Context: an optimization exercise on an open-source flow, tuned for small area and a short achievable clock period. The choices shown serve that exercise and are no tape-out recipe. The RTL was checked by simulation tests, not by an equivalence proof against the original design. Power is estimated from default activity; no workload was simulated.

==> inputs of delta <==
==> flow/design.v <==
module MedianFilter#
  (parameter row = 430, col = 554)
  (input            clk,
  input signed[31:0]pixel,
  input       [7:0] data_in_0, data_in_1, data_in_2,
  input       [7:0] data_in_3, data_in_4, data_in_5,
  input       [7:0] data_in_6, data_in_7, data_in_8,
  output            done,
  output reg  [7:0]data_filtered);
  function ge8;
    input [7:0] a, b;
    integer i;
    reg g;
    begin
      g = 1'b1;
      for (i = 0; i < 8; i = i + 1)
        g = (a[i] & ~b[i]) | (a[i] & g) | (~b[i] & g);
      ge8 = g;
    end
  endfunction
  function [7:0] med3;
    input [7:0] a, b, c;
    input       mid;
    reg gab, gbc, gac, sa, sb, sc;
    begin
      gab = ge8(a, b);
      gbc = ge8(b, c);
      gac = ge8(a, c);
      sa  = ~mid & (gab ^ gac);
      sb  = mid | ~(gab ^ gbc);
      sc  = ~mid & (gac ^ gbc);
      med3 = ({8{sa}} & a) | ({8{sb}} & b) | ({8{sc}} & c);
    end
  endfunction
  wire [17:0] s = pixel[17:0];
  wire lo18 = ~pixel[31] & ~|pixel[30:18];    
  wire inimg = lo18 & (s <= 18'd238219);      
  wire fl = ~pixel[31] & ~|pixel[30:9] & (pixel[8:0] < 9'd430);
  wire fr = inimg & (s >= 18'd237790);
  wire lr = fl | fr;
  wire [8:0] w = s[7:1] + {2'b0, ~s[14:8]} + s[17:15] + s[0];
  wire z43 = (w == 9'd41) | (w == 9'd84) | (w == 9'd127) |
             (w == 9'd170) | (w == 9'd213) | (w == 9'd256);
  wire [5:0] h = s[4:1] + s[8:5] + s[12:9] + s[16:13] + s[17] + s[0];
  wire z5 = (h == 6'd0) | (h == 6'd5) | (h == 6'd10) | (h == 6'd15) |
            (h == 6'd20) | (h == 6'd25) | (h == 6'd30) | (h == 6'd35) |
            (h == 6'd40) | (h == 6'd45) | (h == 6'd50) | (h == 6'd55) |
            (h == 6'd60);
  wire tb = inimg & z43 & z5;
  wire [7:0] m0 = med3(data_in_0, data_in_1, data_in_2, lr);
  wire [7:0] m1 = med3(data_in_3, data_in_4, data_in_5, lr);
  wire [7:0] m2 = med3(data_in_6, data_in_7, data_in_8, lr);
  always @(posedge clk)
    data_filtered <= med3(m0, m1, m2, tb);
  assign done = (pixel >= row*col-1) ? 1'b1 : 1'b0;
endmodule
==> flow/flow/run.sh <==
#!/bin/bash
# Layout flow: the standard flow, except that
#  - synthesis maps the logic with an area-oriented ABC script (flow/area.abc);
#    everything else in synthesis, registers included, is as standard.sh synth does it;
#  - the port buffers are the smallest buffer, sky130_fd_sc_hd__buf_1.
# Each tool's output goes to a log file of its own in this folder.
set -euo pipefail
W=$PWD
R=$W/orfs/results/$FLOW_PLATFORM/MedianFilter/base

# 1. The standard synthesis, kept for reference.
bash standard.sh synth > 1_standard_synth.log 2>&1
cp $R/1_2_yosys.v $W/standard_1_2_yosys.v

# 2. The same synthesis with the area ABC script; it replaces 1_2_yosys.v.
MY_ABC_SCRIPT=$W/flow/area.abc make -C $FLOW_HOME DESIGN_CONFIG=$W/config.mk \
  WORK_HOME=$W/orfs CLKGATE_MAP_FILE= SYNTH_SCRIPT=$W/flow/my_synth.tcl \
  do-yosys > 2_area_synth.log 2>&1
cp $W/orfs/logs/$FLOW_PLATFORM/MedianFilter/base/1_2_yosys.log $W/2_area_synth_yosys.log

# The registers must be the standard synthesis's: same names, same cells.
regs() { grep -E '^\s*sky130_fd_sc_hd__(df|ed|sd)[a-z0-9_]*\s' "$1" | awk '{print $1, $2}' | sort; }
if ! diff <(regs $W/standard_1_2_yosys.v) <(regs $R/1_2_yosys.v) > 3_register_check.log 2>&1; then
  echo "register mismatch" >> 3_register_check.log
  exit 1
fi

# 3. The rest of the standard flow, from 1_synth.odb to the final DEF.
BUFFER_PORTS_ARGS="-buffer_cell sky130_fd_sc_hd__buf_1" bash standard.sh finish > 4_layout.log 2>&1
==> flow/flow/area.abc <==
strash
&get -n
&fraig -x
&put
scorr
dc2
dretime
strash
&get -n
&dch -f
&nf -a
&put
==> flow/flow/my_synth.tcl <==
# The standard synthesis (synth_recipe.tcl), with ABC run on this flow's own
# script in place of ORFS's abc_speed/abc_area script.
proc synth {args} { yosys synth -nofsm -noshare {*}$args }
proc abc {args} {
  set i [lsearch -exact $args -script]
  if {$i >= 0} { lset args [expr {$i + 1}] $::env(MY_ABC_SCRIPT) }
  set j [lsearch -exact $args -D]
  if {$j >= 0} { set args [lreplace $args $j [expr {$j + 1}]] }
  yosys abc {*}$args
}
source $::env(SCRIPTS_DIR)/synth.tcl
# left out here: clear keep_hierarchy, flatten, clean up, hide names made inside functions, write 1_2_yosys.v
==> flow/standard.sh <==
#!/bin/bash
# synth_recipe.tcl (not shown) runs the flow's synth.tcl, then flattens the netlist and writes it again
# the make line also repeats each setting of config.mk as NAME=value (left out here)
make -C /OpenROAD-flow-scripts/flow DESIGN_CONFIG=/design/flow/config.mk WORK_HOME=/design/flow/orfs CLKGATE_MAP_FILE= SYNTH_SCRIPT=/design/flow/synth_recipe.tcl "${@:-finish}"
==> flow/config.mk <==
export PLATFORM = sky130hd
export DESIGN_NAME = MedianFilter
export DESIGN_NICKNAME = MedianFilter
export VERILOG_FILES = /design/flow/design.v
export SDC_FILE = /design/flow/constraint.sdc
export NUM_CORES = 4
export LEC_CHECK = 0
export CAP_MARGIN = 20
export CORE_MARGIN = 2
export CORE_UTILIZATION = 40
export SLEW_MARGIN = 20
==> flow/constraint.sdc <==
create_clock -name core_clock -period 33.0 [get_ports {clk}]
set_input_delay 6.6000 -clock core_clock [delete_from_list [all_inputs] [get_ports {clk}]]
set_output_delay 6.6000 -clock core_clock [all_outputs]
set_load 0.01 [all_outputs]
==> inputs of quartz, as changes to delta <==
==> flow/design.v (replaced) <==
module MedianFilter#
  (parameter row = 430, col = 554)
  (input            clk,
  input signed[31:0]pixel,
  input       [7:0] data_in_0, data_in_1, data_in_2,
  input       [7:0] data_in_3, data_in_4, data_in_5,
  input       [7:0] data_in_6, data_in_7, data_in_8,
  output            done,
  output reg  [7:0]data_filtered);
  function [1:0] fa;
    input a, b, c;
    fa = {~((~a & ~b) | (~a & ~c) | (~b & ~c)), ~(~a ^ b ^ c)};
  endfunction
  function gek;
    input [17:0] x;
    input [17:0] k;
    integer i;
    reg g;
    begin
      g = 1'b1;
      for (i = 0; i < 18; i = i + 1)
        g = k[i] ? (x[i] & g) : (x[i] | g);
      gek = g;
    end
  endfunction
  function ge8;
    input [7:0] a, b;
    integer i;
    reg g;
    begin
      g = 1'b1;
      for (i = 0; i < 8; i = i + 1)
        g = (a[i] & ~b[i]) | (a[i] & g) | (~b[i] & g);
      ge8 = g;
    end
  endfunction
  function [7:0] med3;
    input [7:0] a, b, c;
    input       mid;
    reg gab, gbc, gac, sa, sb, sc;
    begin
      gab = ge8(a, b);
      gbc = ge8(b, c);
      gac = ge8(a, c);
      sa  = ~mid & (gab ^ gac);
      sb  = mid | ~(gab ^ gbc);
      sc  = ~mid & (gac ^ gbc);
      med3 = ({8{sa}} & a) | ({8{sb}} & b) | ({8{sc}} & c);
    end
  endfunction
  wire [17:0] s = pixel[17:0];
  wire lo18 = ~pixel[31] & ~|pixel[30:18];      
  wire inimg = lo18 & ~gek(s, 18'd238220);      
  wire fl = ~pixel[31] & ~|pixel[30:9] & ~gek({9'd0, pixel[8:0]}, 18'd430);
  wire fr = inimg & gek(s, 18'd237790);
  wire lr = fl | fr;
  wire [1:0] l0 = fa(s[1], s[5], s[9]);        
  wire [1:0] l1 = fa(s[13], s[17], s[0]);      
  wire [1:0] l2 = fa(s[2], s[6], s[10]);       
  wire [1:0] l3 = fa(s[3], s[7], s[11]);       
  wire [1:0] l4 = fa(s[4], s[8], s[12]);       
  wire [1:0] m0 = fa(l0[0], l1[0], l4[1]);     
  wire [1:0] m1 = fa(l2[0], s[14], l0[1]);     
  wire [1:0] m2 = fa(l3[0], s[15], l2[1]);     
  wire [1:0] m3 = fa(l4[0], s[16], l3[1]);     
  wire [1:0] n1 = fa(m1[0], l1[1], m0[1]);     
  wire [1:0] n2 = fa(m2[0], m1[1], n1[1]);     
  wire [1:0] n3 = fa(m3[0], m2[1], n2[1]);     
  wire [1:0] n0 = fa(m0[0], m3[1], n3[1]);     
  wire z5 = (~n3[0] & ~n2[0] & ~n1[0] & ~n0[1] & ~n0[0]) |
             (~n3[0] & ~n2[0] & n1[0] & n0[1] & n0[0]) |
             (~n3[0] & n2[0] & ~n1[0] & ~n0[1] & n0[0]) |
             (n3[0] & ~n2[0] & ~n1[0] & n0[1] & ~n0[0]) |
             (n3[0] & ~n2[0] & n1[0] & ~n0[1] & ~n0[0]) |
             (n3[0] & n2[0] & ~n1[0] & n0[1] & n0[0]) |
             (n3[0] & n2[0] & n1[0] & ~n0[1] & n0[0]);
  wire [1:0] f0 = fa(s[1], ~s[8], s[15]);      
  wire [1:0] f1 = fa(s[2], ~s[9], s[16]);      
  wire [1:0] f2 = fa(s[3], ~s[10], s[17]);     
  wire [1:0] g3 = fa(s[4], ~s[11], f2[1]);     
  wire [1:0] g4 = fa(s[5], ~s[12], g3[1]);     
  wire [1:0] g5 = fa(s[6], ~s[13], g4[1]);     
  wire [1:0] g6 = fa(s[7], ~s[14], g5[1]);     
  wire [1:0] h0 = fa(f0[0], s[0], ~g6[1]);     
  wire [1:0] h1 = fa(f1[0], f0[1], h0[1]);     
  wire [1:0] h2 = fa(f2[0], f1[1], h1[1]);     
  wire z43 = (~g6[0] & g5[0] & ~g4[0] & ~g3[0] & h2[1] & ~h2[0] & h1[0] & ~h0[0]) |
              (~g6[0] & g5[0] & ~g4[0] & g3[0] & ~h2[1] & ~h2[0] & h1[0] & ~h0[0]) |
              (g6[0] & ~g5[0] & ~g4[0] & g3[0] & h2[1] & h2[0] & ~h1[0] & h0[0]) |
              (g6[0] & ~g5[0] & g4[0] & ~g3[0] & ~h2[1] & h2[0] & ~h1[0] & h0[0]) |
              (g6[0] & g5[0] & g4[0] & g3[0] & h2[1] & ~h2[0] & ~h1[0] & ~h0[0]);
  wire tb = inimg & z43 & z5;
  wire [7:0] m0r = med3(data_in_0, data_in_1, data_in_2, lr);
  wire [7:0] m1r = med3(data_in_3, data_in_4, data_in_5, lr);
  wire [7:0] m2r = med3(data_in_6, data_in_7, data_in_8, lr);
  always @(posedge clk)
    data_filtered <= med3(m0r, m1r, m2r, tb);
  MedianFilter_done u_done (.pixel(pixel), .done(done));
endmodule
module MedianFilter_done
  (input signed [31:0] pixel,
   output              done);
  wire ge = pixel[17] & pixel[16] & pixel[15] &
            (pixel[14] | pixel[13] & (pixel[12] | pixel[11] | pixel[10] |
             pixel[9] & (pixel[8] | pixel[7] & (pixel[6] | pixel[5] | pixel[4] |
             pixel[3] & (pixel[2] | pixel[1] & pixel[0])))));
  assign done = ~pixel[31] & (|pixel[30:18] | ge);
endmodule
--- a/flow/flow/run.sh
+++ b/flow/flow/run.sh
@@ -3,4 +3,6 @@
 #  - synthesis maps the logic with an area-oriented ABC script (flow/area.abc);
 #    everything else in synthesis, registers included, is as standard.sh synth does it;
+#  - the helper module MedianFilter_done (the done output) is mapped for speed
+#    with ORFS's own speed script, apart from the rest;
 #  - the port buffers are the smallest buffer, sky130_fd_sc_hd__buf_1.
 # Each tool's output goes to a log file of its own in this folder.
@@ -14,5 +16,5 @@
 
 # 2. The same synthesis with the area ABC script; it replaces 1_2_yosys.v.
-MY_ABC_SCRIPT=$W/flow/area.abc make -C $FLOW_HOME DESIGN_CONFIG=$W/config.mk \
+MY_ABC_SCRIPT=$W/flow/area.abc MY_FAST_MODULE=MedianFilter_done SYNTH_KEEP_MODULES=MedianFilter_done make -C $FLOW_HOME DESIGN_CONFIG=$W/config.mk \
   WORK_HOME=$W/orfs CLKGATE_MAP_FILE= SYNTH_SCRIPT=$W/flow/my_synth.tcl \
   do-yosys > 2_area_synth.log 2>&1
==> flow/flow/area.abc (replaced) <==
strash
&get -n
&fraig -x
&put
scorr
dc2
dretime
strash
&get -n
&st
&syn3
&dch -f
&nf -a -R 1000 -E 100
&put
==> flow/flow/my_synth.tcl (replaced) <==
# The standard synthesis (synth_recipe.tcl), except for ABC: the top module is
# mapped with this flow's area script (MY_ABC_SCRIPT), and the module named in
# MY_FAST_MODULE, if any (kept apart by SYNTH_KEEP_MODULES), with ORFS's own
# speed script and delay target.
proc synth {args} { yosys synth -nofsm -noshare {*}$args }
proc abc {args} {
  set area $args
  set i [lsearch -exact $area -script]
  lset area [expr {$i + 1}] $::env(MY_ABC_SCRIPT)
  set j [lsearch -exact $area -D]
  if {$j >= 0} { set area [lreplace $area $j [expr {$j + 1}]] }
  if {[info exists ::env(MY_FAST_MODULE)] && $::env(MY_FAST_MODULE) ne ""} {
    yosys abc {*}$args $::env(MY_FAST_MODULE)
    yosys abc {*}$area $::env(DESIGN_NAME)
  } else {
    yosys abc {*}$area
  }
}
source $::env(SCRIPTS_DIR)/synth.tcl
# left out here: clear keep_hierarchy, flatten, clean up, hide names made inside functions, write 1_2_yosys.v
CORE_UTILIZATION = 65   (was 40)
CTS_BUF_LIST = sky130_fd_sc_hd__clkbuf_2   (was unset)
==> comparison <==
First-iteration DRC count: delta is lower than quartz (50%).
In delta the sequential share of layout area is lower than in quartz, by 0.59 points.
Of quartz and delta, quartz has the higher maximum frequency (gap about 3%, measured against delta).
In clock-buffer cell count, quartz and delta do not differ.
Global-route usage: quartz is higher than delta (11 points).
Of delta and quartz, quartz has the higher worst setup slack (gap 0.42 ns).
In sequential cell count, quartz and delta do not differ.
In non-clock buffer count, delta and quartz do not differ.
Against delta, the power of quartz is smaller by 17%.
==> figures <==
| quantity | quartz | delta |
|---|---|---|
| Run status | no timing/DRC/antenna violations | no timing/DRC/antenna violations |
| Placed wire-length estimate after detailed placement | 6678 um | 7933 um |
| Number of multi-input logic gates | 283 | 341 |
| Util after Layout | 0.7962 | 0.4932 |
| Pin count of the biggest net entering global routing | 10 | 20 |
| Initial core utilization | 0.6679 | 0.4109 |
| Met3 track utilization from global routing | 0.05592 | 0.01586 |
| GRT Total Usage | 0.3336 | 0.2280 |
| Worst ir drop on vdd | 0.04910 mV | 0.01908 mV |
| Routed wire length | 7809 um | 9296 um |
| Final standard cell count with taps included and fillers excluded | 525 | 628 |
| Setup slack of the critical path after layout | 18.74 ns | 18.32 ns |
| Area of the placeable core | 0.003971 sq mm | 0.007253 sq mm |
| Beginning of the worst hold path | data_in_7[5] | data_in_6[0] |
| Max_slew headroom | 0.3116 | 0.4600 |
| Met2 WL | 3930 um | 4313 um |
| Share of the yosys chip area belonging to registers | 0.06038 | 0.05374 |
| Clock root buffer master | sky130_fd_sc_hd__clkbuf_2 | sky130_fd_sc_hd__clkbuf_8 |
| Die area | 0.004608 sq mm | 0.008158 sq mm |

re-timing with driven ports:
No port has a modelled driver above. Below, the same layouts with a new extraction and two added sets of constraints.
Step 1, drivers: a clkbuf_16 drives clk and a buf_2 each remaining input, both assumed.
Step 2 also shifts input and output timing later by t, the mid clock arrival at the registers, as if the neighbouring blocks saw the same clock.
Three values: no drivers, after step 1, after step 2; two values: the first two.
| run | shift t [ns] | setup WS [ns] | worst slew at a driven data input, ns |
|---|---|---|---|
| delta | 0.249 | 18.320 / 18.298 / 18.298 | 0.04 |
| quartz | 0.257 | 18.740 / 18.715 / 18.715 | 0.04 |
After both steps every run listed still meets setup and hold. For quartz, which loses most, drivers alone change the setup slack by -0.025 ns; drivers and shift together by -0.025 ns.
